This is an optimization exercise on Yosys and OpenROAD, whose aim is small area, a short achievable clock period and few clock cycles, not a production implementation. RTL that was checked went through simulation tests only; none was proved equivalent to the original. The flow treats the clock pin as an ideal source. Dropping or thinning the clock tree relies on that and would not hold on a real chip. Power and IR drop assume default switching activity.

== PW ==
==> flow/design.v <==
module lcd_ctrl(clk, reset, datain, cmd, cmd_valid, dataout, output_valid, busy);
input           clk;
input           reset;
input   [7:0]   datain;
input   [2:0]   cmd;
input           cmd_valid;
output  reg [7:0] dataout;
output  reg     output_valid;
output  reg     busy;
reg  [7:0] p [0:35];     
reg        loading;      
reg  [1:0] wr, wc;       
reg  [3:0] pq;           
reg  [1:0] pm;
reg        qv;           
reg  [3:0] rcnt;         
reg  [3:0] rq;           
integer i;
reg [7:0] g0, g1, g2, tap;
always @* begin
  case (rq[1:0])
    2'd0: begin g0 = p[0];  g1 = p[12]; g2 = p[24]; end
    2'd1: begin g0 = p[3];  g1 = p[15]; g2 = p[27]; end
    2'd2: begin g0 = p[6];  g1 = p[18]; g2 = p[30]; end
    default: begin g0 = p[9]; g1 = p[21]; g2 = p[33]; end
  endcase
  tap = rq[3] ? g2 : rq[2] ? g1 : g0;
end
wire       m0  = (pm == 2'd0);
wire       m2  = (pm == 2'd2);
reg [3:0] qm1, qm2, qm3, qp1, qp2;
integer k;
always @* begin
  qm1 = 4'd0; qm2 = 4'd0; qm3 = 4'd0; qp1 = 4'd0; qp2 = 4'd0;
  for (k = 0; k < 12; k = k + 1)
    if (pq == k) begin
      qm1 = (k + 11) % 12; qm2 = (k + 10) % 12; qm3 = (k + 9) % 12;
      qp1 = (k + 1) % 12;  qp2 = (k + 2) % 12;
    end
end
wire [1:0] pm_dec = m0 ? 2'd2 : {1'b0, pm[1]};           
wire [3:0] pq_dec = m0 ? qm1 : pq;
wire [1:0] pm_lf  = {pm[0], ~pm[1] & ~pm[0]};          
wire [3:0] pq_lf  = m2 ? pq : qm1;
wire [3:0] pq_up  = m0 ? qm3 : qm2;
wire [3:0] pq_dn  = m0 ? qp1 : qp2;
wire acc   = cmd_valid & ~busy;
wire s_ld  = acc & (cmd == 3'd1);
wire s_rt  = acc & (cmd == 3'd2) & (wc != 2'd3);
wire s_lf  = acc & (cmd == 3'd3) & (wc != 2'd0);
wire s_up  = acc & cmd[2] & ~cmd[0] & (wr != 2'd0);
wire s_dn  = acc & cmd[2] &  cmd[0] & (wr != 2'd3);
wire s_st  = ~(s_ld | s_rt | s_lf | s_up | s_dn);
wire [3:0] npq = ({4{s_ld}} & 4'd4) | ({4{s_rt}} & pq) | ({4{s_lf}} & pq_lf) |
                 ({4{s_up}} & pq_up) | ({4{s_dn}} & pq_dn) | ({4{s_st}} & pq_dec);
wire [1:0] npm = ({2{s_ld}} & 2'd2) | ({2{s_rt}} & pm) | ({2{s_lf}} & pm_lf) |
                 ({2{s_up | s_dn | s_st}} & pm_dec);
reg [3:0] rq_inc, rcnt_inc;
always @* begin
  rq_inc = 4'd0; rcnt_inc = 4'd0;
  for (k = 0; k < 12; k = k + 1)
    if (rq == k) rq_inc = (k + 1) % 12;
  for (k = 0; k < 8; k = k + 1)
    if (rcnt == k) rcnt_inc = k + 1;
end
wire rd      = ~(rcnt[3] & rcnt[0]);
wire last    = rcnt[3] & ~rcnt[0];
wire free    = rcnt[3];
wire start   = qv & free & (pm == 2'd1) & (~loading | (pq == 4'd9));
wire ldend   = (pq == 4'd5) & m0;
reg  [3:0] nrcnt, nrq;
always @* begin
  nrcnt = rcnt; nrq = rq;
  if (reset) begin
    nrcnt = 4'd9;
  end else if (start) begin
    nrcnt = 4'd0;
    nrq = pq;
  end else if (free) begin
    nrcnt = 4'd9;
  end else begin
    nrcnt = rcnt_inc;
    if (rcnt == 4'd2 || rcnt == 4'd5)
      nrq = rq_inc;
  end
end
wire unsafe_st = (pq == 4'd8) | (pq == 4'd9) | (pq == 4'd10);
wire unsafe_rd = (((rq == 4'd8) & (rcnt == 4'd0)) |
                       ((rq == 4'd9) & (rcnt <= 4'd2)) |
                       ((rq == 4'd10) & ((rcnt == 4'd0) | (rcnt == 4'd3))));
wire unsafe = start ? unsafe_st : unsafe_rd;
wire early = qv & (pm == 2'd2) & (free | (~rcnt[3] & rcnt[2] & rcnt[1] & rcnt[0])) &
             ~loading & ~unsafe_st;
wire       nload = ~reset & (s_ld | (loading & ~ldend));
wire       nqv   = ~reset & (acc | (qv & ~start));
always @(posedge clk) begin
  for (i = 0; i < 35; i = i + 1)
    p[i] <= p[i+1];
  p[35] <= loading ? datain : p[0];
  dataout <= tap;
  loading <= nload;
  qv      <= nqv;
  busy    <= ~reset & (acc | (loading & ~ldend) | (qv & ~start & ~early) | unsafe);
  output_valid <= ~reset & rd;
  pq <= npq;
  pm <= npm;
  if (s_ld) begin
    wr <= 2'd2; wc <= 2'd2;
  end else begin
    if (s_rt) wc <= {wc[1] ^ wc[0], ~wc[0]};
    if (s_lf) wc <= {wc[1] ^ ~wc[0], ~wc[0]};
    if (s_up) wr <= {wr[1] ^ ~wr[0], ~wr[0]};
    if (s_dn) wr <= {wr[1] ^ wr[0], ~wr[0]};
  end
  rcnt <= nrcnt;
  rq   <= nrq;
end
endmodule
==> flow/config.mk <==
export PLATFORM = sky130hd
export DESIGN_NAME = lcd_ctrl
export DESIGN_NICKNAME = lcd_ctrl
export VERILOG_FILES = /design/flow/design.v
export SDC_FILE = /design/flow/constraint.sdc
export NUM_CORES = 4
export LEC_CHECK = 0
export ABC_AREA = 1
export ABC_CLOCK_PERIOD_IN_PS = 2000
export CAP_MARGIN = 20
export CORE_MARGIN = 2
export CORE_UTILIZATION = 40
export SETUP_SLACK_MARGIN = 3.5
export SLEW_MARGIN = 20
==> flow/constraint.sdc <==
create_clock -name core_clock -period 5.5 [get_ports {clk}]
set_input_delay 1.1000 -clock core_clock [delete_from_list [all_inputs] [get_ports {clk}]]
set_output_delay 1.1000 -clock core_clock [all_outputs]
set_load 0.01 [all_outputs]
standard.sh (not shown) runs the stock make flow with config.mk's settings and CLKGATE_MAP_FILE= SYNTH_SCRIPT=/design/flow/synth_recipe.tcl, a recipe that flattens the netlist after the stock synthesis.
==> flow/flow/run.sh <==
#!/bin/bash
set -euo pipefail
export CTS_ARGS="-sink_clustering_enable -repair_clock_nets -dont_use_dummy_load -buf_list sky130_fd_sc_hd__clkbuf_16 -sink_clustering_size 26 -sink_clustering_max_diameter 200 -sink_buffer_max_cap_derate 0.12"
export BUFFER_PORTS_ARGS="-buffer_cell sky130_fd_sc_hd__buf_2"
export POST_CTS_TCL="$(pwd)/flow/post_cts.tcl"
bash standard.sh > standard.log 2>&1
Other scripts of this flow, unchanged in this note and not shown: flow/flow/post_cts.tcl
> inputs changed (PW -> AL)
--- a/flow/design.v
+++ b/flow/design.v
@@ -10,12 +10,13 @@
 reg  [7:0] p [0:35];     
 reg        loading;      
 reg  [1:0] wr, wc;       
 reg  [3:0] pq;           
 reg  [1:0] pm;
 reg        qv;           
+reg        rd;           
 reg  [3:0] rcnt;         
 reg  [3:0] rq;           
 integer i;
 reg [7:0] g0, g1, g2, tap;
 always @* begin
   case (rq[1:0])
@@ -60,39 +61,41 @@
   rq_inc = 4'd0; rcnt_inc = 4'd0;
   for (k = 0; k < 12; k = k + 1)
     if (rq == k) rq_inc = (k + 1) % 12;
   for (k = 0; k < 8; k = k + 1)
     if (rcnt == k) rcnt_inc = k + 1;
 end
-wire rd      = ~(rcnt[3] & rcnt[0]);
-wire last    = rcnt[3] & ~rcnt[0];
-wire free    = rcnt[3];
+wire last    = rcnt[3];
+wire free    = last;
 wire start   = qv & free & (pm == 2'd1) & (~loading | (pq == 4'd9));
 wire ldend   = (pq == 4'd5) & m0;
+reg        nrd;
 reg  [3:0] nrcnt, nrq;
 always @* begin
-  nrcnt = rcnt; nrq = rq;
+  nrd = rd; nrcnt = rcnt; nrq = rq;
   if (reset) begin
-    nrcnt = 4'd9;
+    nrd = 1'b0;
+    nrcnt = 4'd8;
   end else if (start) begin
+    nrd = 1'b1;
     nrcnt = 4'd0;
     nrq = pq;
-  end else if (free) begin
-    nrcnt = 4'd9;
-  end else begin
+  end else if (rd & ~last) begin
     nrcnt = rcnt_inc;
     if (rcnt == 4'd2 || rcnt == 4'd5)
       nrq = rq_inc;
+  end else begin
+    nrd = 1'b0;
   end
 end
 wire unsafe_st = (pq == 4'd8) | (pq == 4'd9) | (pq == 4'd10);
-wire unsafe_rd = (((rq == 4'd8) & (rcnt == 4'd0)) |
+wire unsafe_rd = rd & (((rq == 4'd8) & (rcnt == 4'd0)) |
                        ((rq == 4'd9) & (rcnt <= 4'd2)) |
                        ((rq == 4'd10) & ((rcnt == 4'd0) | (rcnt == 4'd3))));
 wire unsafe = start ? unsafe_st : unsafe_rd;
-wire early = qv & (pm == 2'd2) & (free | (~rcnt[3] & rcnt[2] & rcnt[1] & rcnt[0])) &
+wire early = qv & (pm == 2'd2) & (last | (rcnt[2] & rcnt[1] & rcnt[0])) &
              ~loading & ~unsafe_st;
 wire       nload = ~reset & (s_ld | (loading & ~ldend));
 wire       nqv   = ~reset & (acc | (qv & ~start));
 always @(posedge clk) begin
   for (i = 0; i < 35; i = i + 1)
     p[i] <= p[i+1];
@@ -109,10 +112,11 @@
   end else begin
     if (s_rt) wc <= {wc[1] ^ wc[0], ~wc[0]};
     if (s_lf) wc <= {wc[1] ^ ~wc[0], ~wc[0]};
     if (s_up) wr <= {wr[1] ^ ~wr[0], ~wr[0]};
     if (s_dn) wr <= {wr[1] ^ wr[0], ~wr[0]};
   end
+  rd   <= nrd;
   rcnt <= nrcnt;
   rq   <= nrq;
 end
 endmodule
==> notes.md <==
- The wire length on met3 in AL sits 190 um above the value recorded for PW.
- AL does worse than PW on final design instance area without fill.
- The capture point of the critical path comes out dataout[0] in one run and pq[0]$_DFF_P_ in the other, namely in AL and PW respectively.
- Final design utilization was higher in the run labelled PW.
- AL vs PW: area added between synthesis and finish up
- Changes observed in AL relative to PW: power drawn by the clock network has remained practically unchanged; setup slack after layout rose 19 ps; synthesized area now larger.
Testbench counts of AL, summed over its fixed seeds: cycles 12,034.
For PW, only the layout was checked, not whether the RTL still works.

========
lcd_ctrl, a different RTL version from the one above (not shown whole).
For scale: ~640 cells after synthesis, about 320 flip-flops, about 24 I/O pins, ~0.0088 mm2 of cells after synthesis.
==> module lcd_ctrl, before the edit <==
module lcd_ctrl(clk, reset, datain, cmd, cmd_valid, dataout, output_valid, busy);
input           clk;
input           reset;
input   [7:0]   datain;
input   [2:0]   cmd;
input           cmd_valid;
output  reg [7:0] dataout;
output  reg     output_valid;
output  reg     busy;
reg  [7:0] p [0:35];     
reg        loading;      
reg  [1:0] wr, wc;       
reg  [3:0] pq;           
reg  [1:0] pm;
reg  [2:0] corr;         
reg        qv;           
reg        rd;           
reg  [3:0] rcnt;         
reg  [3:0] rq;           
integer i;
reg [7:0] g0, g1, g2, tap;
always @* begin
  case (rq[1:0])
    2'd0: begin g0 = p[0];  g1 = p[12]; g2 = p[24]; end
    2'd1: begin g0 = p[3];  g1 = p[15]; g2 = p[27]; end
    2'd2: begin g0 = p[6];  g1 = p[18]; g2 = p[30]; end
    default: begin g0 = p[9]; g1 = p[21]; g2 = p[33]; end
  endcase
  tap = rq[3] ? g2 : rq[2] ? g1 : g0;
end
wire       m0  = (pm == 2'd0);
wire       m2  = (pm == 2'd2);
reg [3:0] qm1, qm2, qm3, qp1, qp2;
integer k;
always @* begin
  qm1 = 4'd0; qm2 = 4'd0; qm3 = 4'd0; qp1 = 4'd0; qp2 = 4'd0;
  for (k = 0; k < 12; k = k + 1)
    if (pq == k) begin
      qm1 = (k + 11) % 12; qm2 = (k + 10) % 12; qm3 = (k + 9) % 12;
      qp1 = (k + 1) % 12;  qp2 = (k + 2) % 12;
    end
end
wire [1:0] pm_dec = m0 ? 2'd2 : {1'b0, pm[1]};           
wire [3:0] pq_dec = m0 ? qm1 : pq;
wire [1:0] pm_lf  = {pm[0], ~pm[1] & ~pm[0]};          
wire [3:0] pq_lf  = m2 ? pq : qm1;
wire [3:0] pq_up  = m0 ? qm3 : qm2;
wire [3:0] pq_dn  = m0 ? qp1 : qp2;
wire acc   = cmd_valid & ~busy;
wire s_ld  = acc & (cmd == 3'd1);
wire s_rt  = acc & (cmd == 3'd2) & (wc != 2'd3);
wire s_lf  = acc & (cmd == 3'd3) & (wc != 2'd0);
wire s_up  = acc & cmd[2] & ~cmd[0] & (wr != 2'd0);
wire s_dn  = acc & cmd[2] &  cmd[0] & (wr != 2'd3);
wire s_st  = ~(s_ld | s_rt | s_lf | s_up | s_dn);
wire m1 = (pm == 2'd1);
wire [2:0] ncorr = ~acc ? 3'd0 : s_ld ? 3'd5 : s_rt ? 3'd0 : s_lf ? 3'd2 :
                   s_up ? 3'd3 : s_dn ? 3'd4 : 3'd1;
reg  [3:0] npq, pq_s;
always @* begin
  case (corr)
    3'd1:    begin npq = m1 ? pq  : qm1; pq_s = pq;  end    
    3'd2:    begin npq = qm1;            pq_s = qm1; end    
    3'd3:    begin npq = m1 ? qm2 : qm3; pq_s = qm2; end    
    3'd4:    begin npq = m1 ? qp2 : qp1; pq_s = qp2; end    
    3'd5:    begin npq = 4'd4;           pq_s = pq;  end    
    default: begin npq = m0 ? qm1 : pq;  pq_s = pq;  end    
  endcase
  if (acc) npq = pq;
end
wire [1:0] npm = ({2{s_ld}} & 2'd2) | ({2{s_rt}} & pm) | ({2{s_lf}} & pm_lf) |
                 ({2{s_up | s_dn | s_st}} & pm_dec);
reg [3:0] rq_inc, rcnt_inc;
always @* begin
  rq_inc = 4'd0; rcnt_inc = 4'd0;
  for (k = 0; k < 12; k = k + 1)
    if (rq == k) rq_inc = (k + 1) % 12;
  for (k = 0; k < 8; k = k + 1)
    if (rcnt == k) rcnt_inc = k + 1;
end
wire last    = rcnt[3];
wire free    = last;
wire start   = qv & free & (pm == 2'd1) & (~loading | (pq == 4'd9));
wire ldend   = (pq == 4'd5) & m0;
reg        nrd;
reg  [3:0] nrcnt, nrq;
always @* begin
  nrd = rd; nrcnt = rcnt; nrq = rq;
  if (reset) begin
    nrd = 1'b0;
    nrcnt = 4'd8;
  end else if (start) begin
    nrd = 1'b1;
    nrcnt = 4'd0;
    nrq = pq_s;
  end else if (rd & ~last) begin
    nrcnt = rcnt_inc;
    if (rcnt == 4'd2 || rcnt == 4'd5)
      nrq = rq_inc;
  end else begin
    nrd = 1'b0;
  end
end
wire unsafe_st = (pq_s == 4'd8) | (pq_s == 4'd9) | (pq_s == 4'd10);
wire unsafe_nx = (npq == 4'd8) | (npq == 4'd9) | (npq == 4'd10);
wire unsafe_rd = rd & (((rq == 4'd8) & (rcnt == 4'd0)) |
                       ((rq == 4'd9) & (rcnt <= 4'd2)) |
                       ((rq == 4'd10) & ((rcnt == 4'd0) | (rcnt == 4'd3))));
wire unsafe = start ? unsafe_st : unsafe_rd;
wire early = qv & (pm == 2'd2) & (last | (rcnt[2] & rcnt[1] & rcnt[0])) &
             ~loading & ~unsafe_nx;
wire       nload = ~reset & (s_ld | (loading & ~ldend));
wire       nqv   = ~reset & (acc | (qv & ~start));
always @(posedge clk) begin
  for (i = 0; i < 35; i = i + 1)
    p[i] <= p[i+1];
  p[35] <= loading ? datain : p[0];
  dataout <= tap;
  loading <= nload;
  qv      <= nqv;
  busy    <= ~reset & (acc | (loading & ~ldend) | (qv & ~start & ~early) | unsafe);
  output_valid <= ~reset & rd;
  pq <= npq;
  pm <= npm;
  corr <= ncorr;
  if (s_ld) begin
    wr <= 2'd2; wc <= 2'd2;
  end else begin
    if (s_rt) wc <= {wc[1] ^ wc[0], ~wc[0]};
    if (s_lf) wc <= {wc[1] ^ ~wc[0], ~wc[0]};
    if (s_up) wr <= {wr[1] ^ ~wr[0], ~wr[0]};
    if (s_dn) wr <= {wr[1] ^ wr[0], ~wr[0]};
  end
  rd   <= nrd;
  rcnt <= nrcnt;
  rq   <= nrq;
end
endmodule
==> flow/config.mk <==
export PLATFORM = sky130hd
export DESIGN_NAME = lcd_ctrl
export DESIGN_NICKNAME = lcd_ctrl
export VERILOG_FILES = /design/flow/design.v
export SDC_FILE = /design/flow/constraint.sdc
export NUM_CORES = 4
export LEC_CHECK = 0
export ABC_CLOCK_PERIOD_IN_PS = 2000
export CAP_MARGIN = 20
export CORE_MARGIN = 2
export CORE_UTILIZATION = 40
export SETUP_SLACK_MARGIN = 3.5
export SLEW_MARGIN = 20
==> flow/constraint.sdc <==
create_clock -name core_clock -period 5.5 [get_ports {clk}]
set_input_delay 1.1000 -clock core_clock [delete_from_list [all_inputs] [get_ports {clk}]]
set_output_delay 1.1000 -clock core_clock [all_outputs]
set_load 0.01 [all_outputs]
==> flow/flow/post_cts.tcl <==
set block [ord::get_db_block]
set clknet [[$block findBTerm clk] getNet]
set roots {}
foreach it [$clknet getITerms] { lappend roots [$it getInst] }
if {[llength $roots] == 1} {
  set root [lindex $roots 0]
  set onet [[$root findITerm X] getNet]
  set loads {}
  foreach it [$onet getITerms] {
    if {[$it getInst] != $root} { lappend loads $it }
  }
  if {[llength $loads] <= 4} {
    puts "post_cts: removing clock root buffer [$root getName], [llength $loads] loads move to the clock port"
    foreach it $loads { $it disconnect; $it connect $clknet }
    odb::dbInst_destroy $root
    odb::dbNet_destroy $onet
    estimate_parasitics -placement
    repair_timing_helper
    detailed_placement
    check_placement -verbose
  }
}
Scripts as last shown in full above: flow/flow/run.sh
==> next run, changes <==
--- a/flow/design.v
+++ b/flow/design.v
@@ -10,11 +10,10 @@
 reg  [7:0] p [0:35];     
 reg        loading;      
 reg  [1:0] wr, wc;       
 reg  [3:0] pq;           
 reg  [1:0] pm;
-reg  [2:0] corr;         
 reg        qv;           
 reg        rd;           
 reg  [3:0] rcnt;         
 reg  [3:0] rq;           
 integer i;
@@ -51,25 +50,12 @@
 wire s_rt  = acc & (cmd == 3'd2) & (wc != 2'd3);
 wire s_lf  = acc & (cmd == 3'd3) & (wc != 2'd0);
 wire s_up  = acc & cmd[2] & ~cmd[0] & (wr != 2'd0);
 wire s_dn  = acc & cmd[2] &  cmd[0] & (wr != 2'd3);
 wire s_st  = ~(s_ld | s_rt | s_lf | s_up | s_dn);
-wire m1 = (pm == 2'd1);
-wire [2:0] ncorr = ~acc ? 3'd0 : s_ld ? 3'd5 : s_rt ? 3'd0 : s_lf ? 3'd2 :
-                   s_up ? 3'd3 : s_dn ? 3'd4 : 3'd1;
-reg  [3:0] npq, pq_s;
-always @* begin
-  case (corr)
-    3'd1:    begin npq = m1 ? pq  : qm1; pq_s = pq;  end    
-    3'd2:    begin npq = qm1;            pq_s = qm1; end    
-    3'd3:    begin npq = m1 ? qm2 : qm3; pq_s = qm2; end    
-    3'd4:    begin npq = m1 ? qp2 : qp1; pq_s = qp2; end    
-    3'd5:    begin npq = 4'd4;           pq_s = pq;  end    
-    default: begin npq = m0 ? qm1 : pq;  pq_s = pq;  end    
-  endcase
-  if (acc) npq = pq;
-end
+wire [3:0] npq = ({4{s_ld}} & 4'd4) | ({4{s_rt}} & pq) | ({4{s_lf}} & pq_lf) |
+                 ({4{s_up}} & pq_up) | ({4{s_dn}} & pq_dn) | ({4{s_st}} & pq_dec);
 wire [1:0] npm = ({2{s_ld}} & 2'd2) | ({2{s_rt}} & pm) | ({2{s_lf}} & pm_lf) |
                  ({2{s_up | s_dn | s_st}} & pm_dec);
 reg [3:0] rq_inc, rcnt_inc;
 always @* begin
   rq_inc = 4'd0; rcnt_inc = 4'd0;
@@ -90,27 +76,26 @@
     nrd = 1'b0;
     nrcnt = 4'd8;
   end else if (start) begin
     nrd = 1'b1;
     nrcnt = 4'd0;
-    nrq = pq_s;
+    nrq = pq;
   end else if (rd & ~last) begin
     nrcnt = rcnt_inc;
     if (rcnt == 4'd2 || rcnt == 4'd5)
       nrq = rq_inc;
   end else begin
     nrd = 1'b0;
   end
 end
-wire unsafe_st = (pq_s == 4'd8) | (pq_s == 4'd9) | (pq_s == 4'd10);
-wire unsafe_nx = (npq == 4'd8) | (npq == 4'd9) | (npq == 4'd10);
+wire unsafe_st = (pq == 4'd8) | (pq == 4'd9) | (pq == 4'd10);
 wire unsafe_rd = rd & (((rq == 4'd8) & (rcnt == 4'd0)) |
                        ((rq == 4'd9) & (rcnt <= 4'd2)) |
                        ((rq == 4'd10) & ((rcnt == 4'd0) | (rcnt == 4'd3))));
 wire unsafe = start ? unsafe_st : unsafe_rd;
 wire early = qv & (pm == 2'd2) & (last | (rcnt[2] & rcnt[1] & rcnt[0])) &
-             ~loading & ~unsafe_nx;
+             ~loading & ~unsafe_st;
 wire       nload = ~reset & (s_ld | (loading & ~ldend));
 wire       nqv   = ~reset & (acc | (qv & ~start));
 always @(posedge clk) begin
   for (i = 0; i < 35; i = i + 1)
     p[i] <= p[i+1];
@@ -120,11 +105,10 @@
   qv      <= nqv;
   busy    <= ~reset & (acc | (loading & ~ldend) | (qv & ~start & ~early) | unsafe);
   output_valid <= ~reset & rd;
   pq <= npq;
   pm <= npm;
-  corr <= ncorr;
   if (s_ld) begin
     wr <= 2'd2; wc <= 2'd2;
   end else begin
     if (s_rt) wc <= {wc[1] ^ wc[0], ~wc[0]};
     if (s_lf) wc <= {wc[1] ^ ~wc[0], ~wc[0]};
Effect:
- The changed run ran to the end with no violations
- synthesized area came out lower by a few percent
- core utilization barely changes
- clock power stays flat
- register-to-register slack gains 90 ps
- die area came out lower by a few percent
- cell area came out lower by a few percent
- fmax is about the same
- sequential share of layout area came out higher by 3.7 points
- power came out lower by a few percent
- worst setup slack barely changes
- final cell count came out lower by roughly a tenth
Testbench counts after the change, summed over its fixed seeds: cycles 12,034.
Only the layout flow was run in the first run of this note; the RTL was not checked for function there.

## what the ideal ports hide
No port has a modelled driver above. Below, the same layouts with a new extraction and two added sets of constraints.
Step 1, drivers: a clkbuf_16 drives clk and a buf_2 each remaining input, both assumed.
Step 2 times the ports against the registers' clock, not the clock port: input delays grow and output delays shrink by t, the midpoint of the rising clock arrivals with the driver on.
a / b / c = no drivers / after step 1 / after step 2; a / b = the first two.
run | t, ns | setup slack, ns | slew at the worst register clock pin (ns) | pins driven straight from the clock port
PW | 0.366 | 3.622 / 3.543 / 3.313 | 0.10 / 0.10 | 4
AL | 0.378 | 3.641 / 3.547 / 3.386 | 0.11 / 0.11 | 4
the first run of note 2 | 0.395 | 3.503 / 3.497 / 3.142 | 0.10 / 0.10 | 2
the second run of note 2 | 0.385 | 3.501 / 3.524 / 3.139 | 0.11 / 0.11 | 2
After both steps setup and hold are still met in every run listed. For the second run of note 2, which loses most, drivers alone change the setup slack by +0.023 ns; drivers and shift together by -0.362 ns.
